What follows belongs to an exercise in optimizing a design on an open flow for small area and a short achievable clock period; a production flow would make more cautious choices.
No run shown here included a check of the RTL's function; only the layout flow was run.

==> flow/design.v, too long to show whole: its modules and the start of the top module <==
// module mult16_top: 17 lines
// module mul_aoi21: 3 lines
// module mul_fa: 4 lines
// module mul_inv: 3 lines
// module mul_mux2i: 3 lines
// module mul_nand2: 3 lines
// module mul_nor2: 3 lines
// module mul_oai21: 3 lines
// module mul_xnor2: 3 lines
// module mul_xor2: 3 lines
// module multiplier_16bit: 1944 lines
module mult16_top (
  input         clk,
  input  [15:0] a,
  input  [15:0] b,
  output [31:0] p
);
  // ...
==> flow/flow/run.sh <==
#!/bin/bash
# The standard layout (the standard.sh), except that the input and output
# port buffers are buf_2 cells and clock tree synthesis inserts no dummy loads.
# All of the flow's output goes to standard.log.
set -e
export BUFFER_PORTS_ARGS="-buffer_cell sky130_fd_sc_hd__buf_2"
export CTS_ARGS="-sink_clustering_enable -repair_clock_nets -dont_use_dummy_load -buf_list sky130_fd_sc_hd__clkbuf_8 -sink_clustering_size 64 -sink_clustering_max_diameter 300"
bash standard.sh > standard.log 2>&1
==> flow/standard.sh <==
#!/bin/bash
# synth_recipe.tcl (not shown) runs the flow's synth.tcl, then flattens the netlist and writes it again
# the make line also repeats each setting of config.mk as NAME=value (left out here)
make -C /OpenROAD-flow-scripts/flow DESIGN_CONFIG=/design/flow/config.mk WORK_HOME=/design/flow/orfs CLKGATE_MAP_FILE= SYNTH_SCRIPT=/design/flow/synth_recipe.tcl "${@:-finish}"
==> flow/config.mk <==
export PLATFORM = sky130hd
export DESIGN_NAME = mult16_top
export DESIGN_NICKNAME = mult16_top
export VERILOG_FILES = /design/flow/design.v
export SDC_FILE = /design/flow/constraint.sdc
export NUM_CORES = 4
export LEC_CHECK = 0
export CAP_MARGIN = 20
export CORE_MARGIN = 2
export CORE_UTILIZATION = 40
export CTS_BUF_LIST = sky130_fd_sc_hd__clkbuf_8
export CTS_CLUSTER_DIAMETER = 300
export CTS_CLUSTER_SIZE = 64
export SLEW_MARGIN = 20
export SYNTH_HIERARCHICAL = 1
export SYNTH_MINIMUM_KEEP_SIZE = 0
==> flow/constraint.sdc <==
create_clock -name core_clock -period 15.0 [get_ports {clk}]
set_input_delay 3.0000 -clock core_clock [delete_from_list [all_inputs] [get_ports {clk}]]
set_output_delay 3.0000 -clock core_clock [all_outputs]
set_load 0.01 [all_outputs]
==> qor.yml, run 1 <==
critical_path:
  critPathCapture: "p_r[20]"
  ordered_list_of_cells_on_the_worst_path: "inv_1 > nor2_1 > fa_1 > fa_1 > fa_1 > fa_1 > xnor2_1 > xnor2_1 > xnor2_1 > mux2i_1 > mux2i_1 > xnor2_1 > nor2_1 > a21oi_2 > o21ai_1 > buf_4 > a21oi_2 > xor2_1"
  reg2reg_setup_slack_ns: 10.14
finish:
  final_net_count: 1213
  mostFrequentLayoutCells: "sky130_fd_sc_hd__nor2_1, sky130_fd_sc_hd__fa_1, sky130_fd_sc_hd__inv_1"
  utilization_pct: 43.4
  clock_buffer_and_inverter_area_fraction_after_layout_pct: 1.36
  most_common_cell_after_layout_fill_and_taps_aside: "sky130_fd_sc_hd__nor2_1"
  post_route_cells_drive_above_1_share_pct: 10.5
  layout.sequential_cells: 64
  final_area_um2: 9130
  largest_register_ffs: 32
logic_synthesis:
  ys_ff_latch: 64
  post_synth_instance_area_um2: 8580
  synth_compound_gate_area_share_pct: 4.96
  post_synth_and_or_nand_nor_area_fraction_pct: 14.7
  async_reset_ff_share_pct: 0
  ys.flop_type: "sky130_fd_sc_hd__dfxtp_1"
  post-synth-top-count-cell: "sky130_fd_sc_hd__nor2_1"
  number_of_enable_flip_flop_cells_after_synthesis: 0
  syn_nets: 1169
  yosys.area.top_type_share_pct: 39.7
grt:
  vias_in_the_first_global_route: 6869
  met2_usage_pct: 36.0
place:
  dp_slack_ns: 10.15
  dp_hpwl_um: 16900
clocking:
  cts_max_path_buffers: 2
  postcts_setup_bufs: 0
  clock_sink_count: 64
  tritoncts: "built"
  numCtsBuffers: 9
outcome:
  outcome: "timing/DRC/antenna clean"
floorplanning:
  row_count: 53
  y_dimension_of_the_die_um: 150
  io_pins: 65
job:
  drv_cap: 0
timing:
  hold_viol: 0
route:
  via_count: 6210
==> run 2: changes to the inputs <==
--- a/flow/config.mk
+++ b/flow/config.mk
@@ -7,7 +7,7 @@
 export LEC_CHECK = 0
 export CAP_MARGIN = 20
 export CORE_MARGIN = 2
-export CORE_UTILIZATION = 40
+export CORE_UTILIZATION = 70
 export CTS_BUF_LIST = sky130_fd_sc_hd__clkbuf_8
 export CTS_CLUSTER_DIAMETER = 300
 export CTS_CLUSTER_SIZE = 64
==> run 2 against run 1 <==
- critical path depth stayed put
- synthesized cell count unchanged
- sequential cell count unchanged
- global-route usage grew 15 points
- setup slack lost 0.18 ns
- count of clock-buffer cells in the layout is the same
- critical endpoint is now p_r[26]
- area after synthesis stayed put
- cell area fell by 1.8%
==> qor.yml, run 2 <==
logic_synthesis:
  ys.flop_type: "sky130_fd_sc_hd__dfxtp_1"
  post_synth_and_or_nand_nor_area_fraction_pct: 14.7  # unchanged
  synth_common_cells: "sky130_fd_sc_hd__nor2_1, sky130_fd_sc_hd__fa_1, sky130_fd_sc_hd__inv_1"
  ys_ff_latch: 64  # unchanged
  syn_nets: 1169  # unchanged
  largest_family_of_logic_cells_by_synthesized_area: "adder cells"
  syn_area_per_cell_um2: 8.88
  synth_compound_gate_area_share_pct: 4.96  # unchanged
  synthCells: 966
  yosys.area.top_type_share_pct: 39.7  # unchanged
  synthDistinctLibCells: 11
  netlist_top_cells_area: "sky130_fd_sc_hd__fa_1, sky130_fd_sc_hd__dfxtp_1, sky130_fd_sc_hd__nor2_1"
  synth-xor-area-share_pct: 12.7
  synthesis.yosys.warnings: 7
  yosys.area_share.adder_pct: 39.7
  ys_seq_area_share_pct: 14.9
  synth.area.mux_share_pct: 3.85
  number_of_enable_flip_flop_cells_after_synthesis: 0  # unchanged
  async_reset_ff_share_pct: 0  # unchanged
  netlist.top_cell.by_area: "sky130_fd_sc_hd__fa_1"
  post_synth_instance_area_um2: 8580  # unchanged
  post-synth-top-count-cell: "sky130_fd_sc_hd__nor2_1"
hold_path:
  worstHoldPathType: "reg2reg"
  min-delay-start: "a_r[0]"
clocking:
  numCtsBuffers: 9  # unchanged
  cts_max_path_buffers: 2  # unchanged
  htree_levels: 3
  postcts_setup_bufs: 0  # unchanged
  post_cts_resized: 0
  clock_sink_count: 64  # unchanged
  clk_transition_reported_paths_ns: 0.08
  tritoncts: "built"
  cts.root.buffer_cell: "sky130_fd_sc_hd__clkbuf_8"
  cts_hold_buffers: 0
  clkLatencyLatePin_ns: 0.37
timing:
  worst_slew_margin_rel_pct: 54.7
  fin_worst_skew_ns: 0.0197
  timing.final.crit_period_ns: 5.04
  grt_setup_unrepaired: "false"
  finalMaxSlewViolations: 0
  worst_pin_slew_ns: 0.678
  tns_ns: 0
  fmax_mhz: 199
  hold_viol: 0  # unchanged
  post_route_clock_period_utilization_pct: 33.6
  timing.final.setup_violations: 0
  hold_slack_final_ns: 0.651
route:
  wl_um: 20600
  drt_drc_violations_left: 0
  firstDrtPassIters: 5
  first_iter_violations: 385
  final_antenna_net_count: 0
  post_drt_wl_per_cell_um: 17.8
  via_count: 6512  # +4.9%
  post_drt_via_cell_ratio: 5.64
grt:
  global_route_overflow: 0
  initial_antenna_violation_count: 0
  first_pass_grt_wire_length_um: 34900
  grt_start_max_net_pins: 14
  global_route.usage.total_pct: 35.0
  vias_in_the_first_global_route: 7399  # +7.7%
floorplanning:
  y_dimension_of_the_die_um: 115  # -24%
  dieArea_um2: 13200
  die_x_um: 115
  floorplan.core_area_um2: 12000
  floorplan.initialDensity_pct: 71.7
  row_count: 40  # -25%
  io_pins: 65  # unchanged
job:
  drv_cap: 0  # unchanged
finish:
  most_common_cell_after_layout_fill_and_taps_aside: "sky130_fd_sc_hd__nor2_1"
  largestRegisters: "p_r x32, a_r x16, b_r x16"
  insertedDiodeCount: 0
  final_net_count: 1213  # unchanged
  final.fill_count: 921
  post_route_cells_drive_above_1_share_pct: 10.5  # unchanged
  sequential_cell_area_um2: 1280
  largest_register_ffs: 32  # unchanged
  registers.top_by_ff_count: "p_r"
  flow.area_growth_from_synthesis_pct: 4.61
  mostFrequentLayoutCells: "sky130_fd_sc_hd__nor2_1, sky130_fd_sc_hd__fa_1, sky130_fd_sc_hd__inv_1"
  multiInputGateArea_um2: 6500
critical_path:
  worstPathRequired_ns: 15.28
  worstSetupPathType: "reg2reg"
  startpoint_of_the_most_critical_register_to_register_path: "b_r[8]"
  worst_setup_path_start_kind: "flip-flop"
  critical_path_arrival_ns: 5.32
  critical_path_peak_fanout: 13
  crit_start: "b_r[8]"
  timing.critical_path.to_type: "flip-flop"
place:
  portBuffers: 64
  gp_congestion: 0.975
  dp_hpwl_um: 16900  # about the same
outcome:
  outcome: "timing/DRC/antenna clean"
==> run 2: cell counts in the layout (fill, tap and decap cells not counted) <==
No cell type changed its count.
==> run 2: routing by layer <==
| metal | wire length [um] | global-route usage (%) | vias up |
|---|---|---|---|
| li1 | - | - | 2916 |
| met1 | 7310 | 39.0 | 3231 |
| met2 | 11300 | 64.3 | 287 |
| met3 | 1070 | 6.30 | 78 |
| met4 | 895 | 16.5 | 0 |
| met5 | 0 | 0 | - |
==> run 2: cell type report <==
cell class / count / share of cell area [%]
Timing Repair Buffer: 65 / 3.65
Sequential cell: 64 / 14.3
Multi-Input combinational cell: 723 / 72.5
Tap cell: 147 / 2.05
Inverter: 147 / 6.15
Clock buffer: 9 / 1.38
==> run 2: final timing paths <==
kind / slack, ns / end / cells past startpoint
hold reg to reg: 0.65 / p_r[0] / 2
setup reg to reg: 9.96 / p_r[26] / 18
setup / recovery: 9.96 / p_r[26] / 18
hold / removal: 0.65 / p_r[0] / 2
==> run 2: cell families after synthesis <==
group	count (synthesis)
xor+xnor	124
flops	64
buf+inv	179
fa+ha+maj	170
mux	33
simple gates	335
compound gates	61
==> run 2: Yosys stat by module (local to each module, per instance), excerpt <==
module | flip-flops and latches | copies in the design | area (um^2)
mul_inv | 0 | 147 | 3.75
mul_xnor2 | 0 | 104 | 8.76
mul_xor2 | 0 | 20 | 8.76
mul_oai21 | 0 | 29 | 5.00
mul_nor2 | 0 | 291 | 3.75
mul_mux2i | 0 | 33 | 10.0
mul_fa | 0 | 170 | 20.0
mul_aoi21 | 0 | 32 | 8.76
mult16_top | 64 | 1 | 1280
mul_nand2 | 0 | 44 | 3.75
==> run 2: worst max-delay path, stage by stage, from the launching register on <==
cell and delay, ns:
sky130_fd_sc_hd__dfxtp_1 0.33, sky130_fd_sc_hd__inv_1 0.27, sky130_fd_sc_hd__nor2_1 0.13, sky130_fd_sc_hd__fa_1 0.48, sky130_fd_sc_hd__fa_1 0.43, sky130_fd_sc_hd__fa_1 0.43, sky130_fd_sc_hd__fa_1 0.42, sky130_fd_sc_hd__xnor2_1 0.25
sky130_fd_sc_hd__xnor2_1 0.13, sky130_fd_sc_hd__xnor2_1 0.27, sky130_fd_sc_hd__mux2i_1 0.31, sky130_fd_sc_hd__mux2i_1 0.15, sky130_fd_sc_hd__xnor2_1 0.27, sky130_fd_sc_hd__nor2_1 0.09, sky130_fd_sc_hd__a21oi_2 0.25, sky130_fd_sc_hd__o21ai_1 0.12
sky130_fd_sc_hd__buf_4 0.22, sky130_fd_sc_hd__a21oi_2 0.18, sky130_fd_sc_hd__xor2_1 0.19
==> run 2: metrics by stage <==
stage | cell area [um^2] | cells | utilization (%) | setup WS [ns]
after global routing | 8970 | 1155 | 75.0 | 9.65
after floorplan | 8580 | 966 | - | 10.01
after global placement | 8850 | 1146 | 74.0 | 10.22
final | 8970 | 1155 | 75.0 | 9.96
after CTS | 8970 | 1155 | 75.0 | 9.97
after detailed placement | 8850 | 1146 | 74.0 | 10.02
==> run 3: changes to the inputs <==
--- a/flow/config.mk
+++ b/flow/config.mk
@@ -7,7 +7,7 @@
 export LEC_CHECK = 0
 export CAP_MARGIN = 20
 export CORE_MARGIN = 2
-export CORE_UTILIZATION = 70
+export CORE_UTILIZATION = 55
 export CTS_BUF_LIST = sky130_fd_sc_hd__clkbuf_8
 export CTS_CLUSTER_DIAMETER = 300
 export CTS_CLUSTER_SIZE = 64
==> run 3 against run 2 <==
- register-to-register slack improved by 0.12 ns
- cell area grew 0.57%
- global-route usage down 8.3 points
- clock skew up 0.0080 ns
- count of clock-buffer cells in the layout unchanged
- critical path type unchanged
- critical endpoint is now p_r[28]
- non-clock buffer count stayed put
- via count shrank 5.0%
- routed wire length shrank 4.2%
==> qor.yml, run 3 <==
grt:
  global_route_overflow: 0  # unchanged
  global_route_hottest_layer: "met2"
  global_route.usage.met1_pct: 31.8  # -7.2 points
  global_route.usage.total_pct: 26.6  # -8.3 points
  first_pass_grt_wire_length_um: 33500  # -4.0%
  met2_usage_pct: 48.5  # -16 points
  initial_antenna_violation_count: 0  # unchanged
  grt_util_met3_pct: 4.32  # -2.0 points
  vias_in_the_first_global_route: 6832  # -7.7%
  grt_start_max_net_pins: 14  # unchanged
floorplanning:
  io_pins: 65  # unchanged
  dieArea_um2: 16600  # +26%
  floorplan.core_area_um2: 15200  # +27%
  y_dimension_of_the_die_um: 129  # +12%
  die_x_um: 129  # +12%
  row_count: 45  # +13%
  floorplan.initialDensity_pct: 56.4  # -15 points
timing:
  grt_setup_unrepaired: "false"
  tns_ns: 0  # unchanged
  worst_pin_slew_ns: 0.659  # -0.0194 ns
  finalMaxSlewViolations: 0  # unchanged
  post_route_clock_period_utilization_pct: 32.8  # -0.81 points
  worst_slew_margin_rel_pct: 55.9  # +1.3 points
  hold_viol: 0  # unchanged
  timing.final.setup_violations: 0  # unchanged
  fin_worst_skew_ns: 0.0277  # +0.00799 ns
  fmax_mhz: 203  # +2.5%
  timing.final.crit_period_ns: 4.92  # -0.121 ns
logic_synthesis:
  async_reset_ff_share_pct: 0  # unchanged
  netlist.top_cell.by_area: "sky130_fd_sc_hd__fa_1"
  syn_area_per_cell_um2: 8.88  # unchanged
  ys_seq_area_share_pct: 14.9  # unchanged
  ys_ff_latch: 64  # unchanged
  synth_common_cells: "sky130_fd_sc_hd__nor2_1, sky130_fd_sc_hd__fa_1, sky130_fd_sc_hd__inv_1"
  post_synth_instance_area_um2: 8580  # unchanged
  netlist_top_cells_area: "sky130_fd_sc_hd__fa_1, sky130_fd_sc_hd__dfxtp_1, sky130_fd_sc_hd__nor2_1"
  synthDistinctLibCells: 11  # unchanged
  synthCells: 966  # unchanged
  syn_nets: 1169  # unchanged
  synthesis.yosys.warnings: 7  # unchanged
  yosys.area.top_type_share_pct: 39.7  # unchanged
  ys.flop_type: "sky130_fd_sc_hd__dfxtp_1"
  post-synth-top-count-cell: "sky130_fd_sc_hd__nor2_1"
  number_of_enable_flip_flop_cells_after_synthesis: 0  # unchanged
finish:
  final.fill_count: 1413  # +53%
  largestRegisters: "p_r x32, a_r x16, b_r x16"
  mostFrequentLayoutCells: "sky130_fd_sc_hd__nor2_1, sky130_fd_sc_hd__fa_1, sky130_fd_sc_hd__inv_1"
  insertedDiodeCount: 0  # unchanged
  final_net_count: 1213  # unchanged
  flow.area_growth_from_synthesis_pct: 5.21
  post_route_cells_drive_above_1_share_pct: 10.5  # unchanged
  registers.top_by_ff_count: "p_r"
  most_common_cell_after_layout_fill_and_taps_aside: "sky130_fd_sc_hd__nor2_1"
  final-instance-count-excl-fill: 1196  # +3.5%
  largest_register_ffs: 32  # unchanged
clocking:
  cts.root.buffer_cell: "sky130_fd_sc_hd__clkbuf_8"
  post_cts_resized: 0  # unchanged
  numCtsBuffers: 9  # unchanged
  clkLatencyLatePin_ns: 0.38  # about the same
  clock_sink_count: 64  # unchanged
  postcts_setup_bufs: 0  # unchanged
  cts_max_path_buffers: 2  # unchanged
  tritoncts: "built"
  htree_levels: 3  # unchanged
  cts_hold_buffers: 0  # unchanged
  clk_transition_reported_paths_ns: 0.07  # about the same
route:
  firstDrtPassIters: 5  # unchanged
  via_count: 6186  # -5.0%
  wl_um: 19700  # -4.2%
  first_iter_violations: 350  # -9.1%
  final_antenna_net_count: 0  # unchanged
  drt_drc_violations_left: 0  # unchanged
  post_drt_via_cell_ratio: 5.17  # -8.3%
  post_drt_wl_per_cell_um: 16.5  # -7.5%
job:
  drv_cap: 0  # unchanged
place:
  portBuffers: 64  # unchanged
  gp_congestion: 0.826  # -15%
  place_inst: 1187  # +3.6%
  dp_hpwl_um: 16700  # -1.6%
critical_path:
  rr_worst_depth: 18  # unchanged
  critical_path_arrival_ns: 5.14  # -0.18 ns
  critPathCapture: "p_r[28]"
  crit_start: "b_r[5]"
  reg2reg_setup_slack_ns: 10.08  # +0.12 ns
  worstPathRequired_ns: 15.22  # -0.06 ns
  critical_path.reg2reg.endpoint: "p_r[28]"
  critical_path_peak_fanout: 13  # unchanged
  timing.critical_path.to_type: "flip-flop"
  worst_setup_path_start_kind: "flip-flop"
  worstSetupPathType: "reg2reg"
  startpoint_of_the_most_critical_register_to_register_path: "b_r[5]"
hold_path:
  worstHoldPathType: "reg2reg"
outcome:
  outcome: "timing/DRC/antenna clean"
[run 3: cell counts after synthesis]
No cell type changed its count.
[run 3: layer usage]
| metal | up-vias | wire (um) |
|---|---|---|
| met4 | 0 | 618 |
| met3 | 53 | 983 |
| met2 | 199 | 10400 |
| met5 | - | 0 |
| met1 | 3018 | 7670 |
| li1 | 2916 | - |
[run 3: area by class of cell]
type	count	area (um^2)	area share, %
clock buffers	9	124	1.37
repair buffers	65	328	3.63
inverters	147	552	6.12
flip-flops and latches	64	1280	14.2
well taps	188	235	2.61
multi-input cells	723	6500	72.1
[run 3: how the worst min path moves through the flow]
| stage | slack [ns] | cells after the start | from | to |
|---|---|---|---|---|
| floorplan | 0.61 | 3 | a_r[0] | p_r[0] |
| global placement | 0.58 | 2 | a_r[0] | p_r[0] |
| detailed placement | 0.58 | 2 | a_r[0] | p_r[0] |
| CTS | 0.58 | 2 | a_r[0] | p_r[0] |
| global route | 0.61 | 2 | a_r[0] | p_r[0] |
| finish | 0.58 | 2 | a_r[0] | p_r[0] |
[run 3: Yosys stat by module, one instance, submodules excluded, a selection]
module            copies in the design  cell area, um^2  cells  flops+latches
mul_aoi21                           32             8.76      1              0
mul_mux2i                           33             10.0      1              0
mul_nand2                           44             3.75      1              0
mul_nor2                           291             3.75      1              0
mul_oai21                           29             5.00      1              0
multiplier_16bit                     1              240     32              0
[run 3: kinds of logic after synthesis]
logic type / count (synthesis) / share of synthesized area [%]
compound gates: 61 / 4.96
xor+xnor: 124 / 12.7
fa+ha+maj: 170 / 39.7
buf+inv: 179 / 9.24
flops: 64 / 14.9
mux: 33 / 3.85
simple gates: 335 / 14.7
[run 3: worst max-delay path, cell delays in order, from the launching register on]
cell                      delay, ns
sky130_fd_sc_hd__dfxtp_1       0.31
sky130_fd_sc_hd__inv_1         0.24
sky130_fd_sc_hd__nor2_1        0.12
sky130_fd_sc_hd__fa_1          0.45
sky130_fd_sc_hd__fa_1          0.42
sky130_fd_sc_hd__fa_1          0.40
sky130_fd_sc_hd__xnor2_1       0.28
sky130_fd_sc_hd__mux2i_1       0.32
sky130_fd_sc_hd__xnor2_1       0.12
sky130_fd_sc_hd__xnor2_1       0.27
sky130_fd_sc_hd__mux2i_1       0.31
sky130_fd_sc_hd__xor2_1        0.32
sky130_fd_sc_hd__nand2_1       0.09
sky130_fd_sc_hd__o21ai_1       0.29
sky130_fd_sc_hd__a21oi_2       0.15
sky130_fd_sc_hd__o21ai_1       0.17
sky130_fd_sc_hd__buf_4         0.27
sky130_fd_sc_hd__a21oi_2       0.10
sky130_fd_sc_hd__xor2_1        0.14
[run 3: metrics by stage]
stage | worst slack, ns | util (%) | hold slack [ns] | cell area [um^2]
global route | 9.73 | 59.3 | 0.613 | 9020
floorplan | 10.01 | - | 0.612 | 8580
detailed placement | 10.06 | 58.5 | 0.584 | 8900
finish | 10.08 | 59.3 | 0.584 | 9020
global placement | 10.11 | 58.5 | 0.583 | 8900
CTS | 10.05 | 59.3 | 0.580 | 9020

[afterwards: timing with drivers on the ports]
How much do the figures lean on ideal ports? The routed layouts below were timed once more, with nothing changed but the port constraints.
Step 1: set_driving_cell puts a clkbuf_16 on clk and a buf_2 on each other input, an assumption about the parent block.
Step 2 moves the port delays by t, midway between the first and last clock arrival at a register: inputs arrive t later, outputs are due t later. That takes back most of the time a late clock gives input paths.
a / b / c = ideal ports / drivers / drivers and shift; a / b = the first two.
run | shift t [ns] | setup WS [ns] | worst setup path at the end | cell pins on the clock port's net
run 1 | 0.402 | 10.142 / 10.142 / 10.142 | register to register | 1
run 2 | 0.398 | 9.962 / 9.962 / 9.962 | register to register | 1
run 3 | 0.403 | 10.084 / 10.084 / 10.084 | register to register | 1
After both steps every run listed still meets setup and hold.
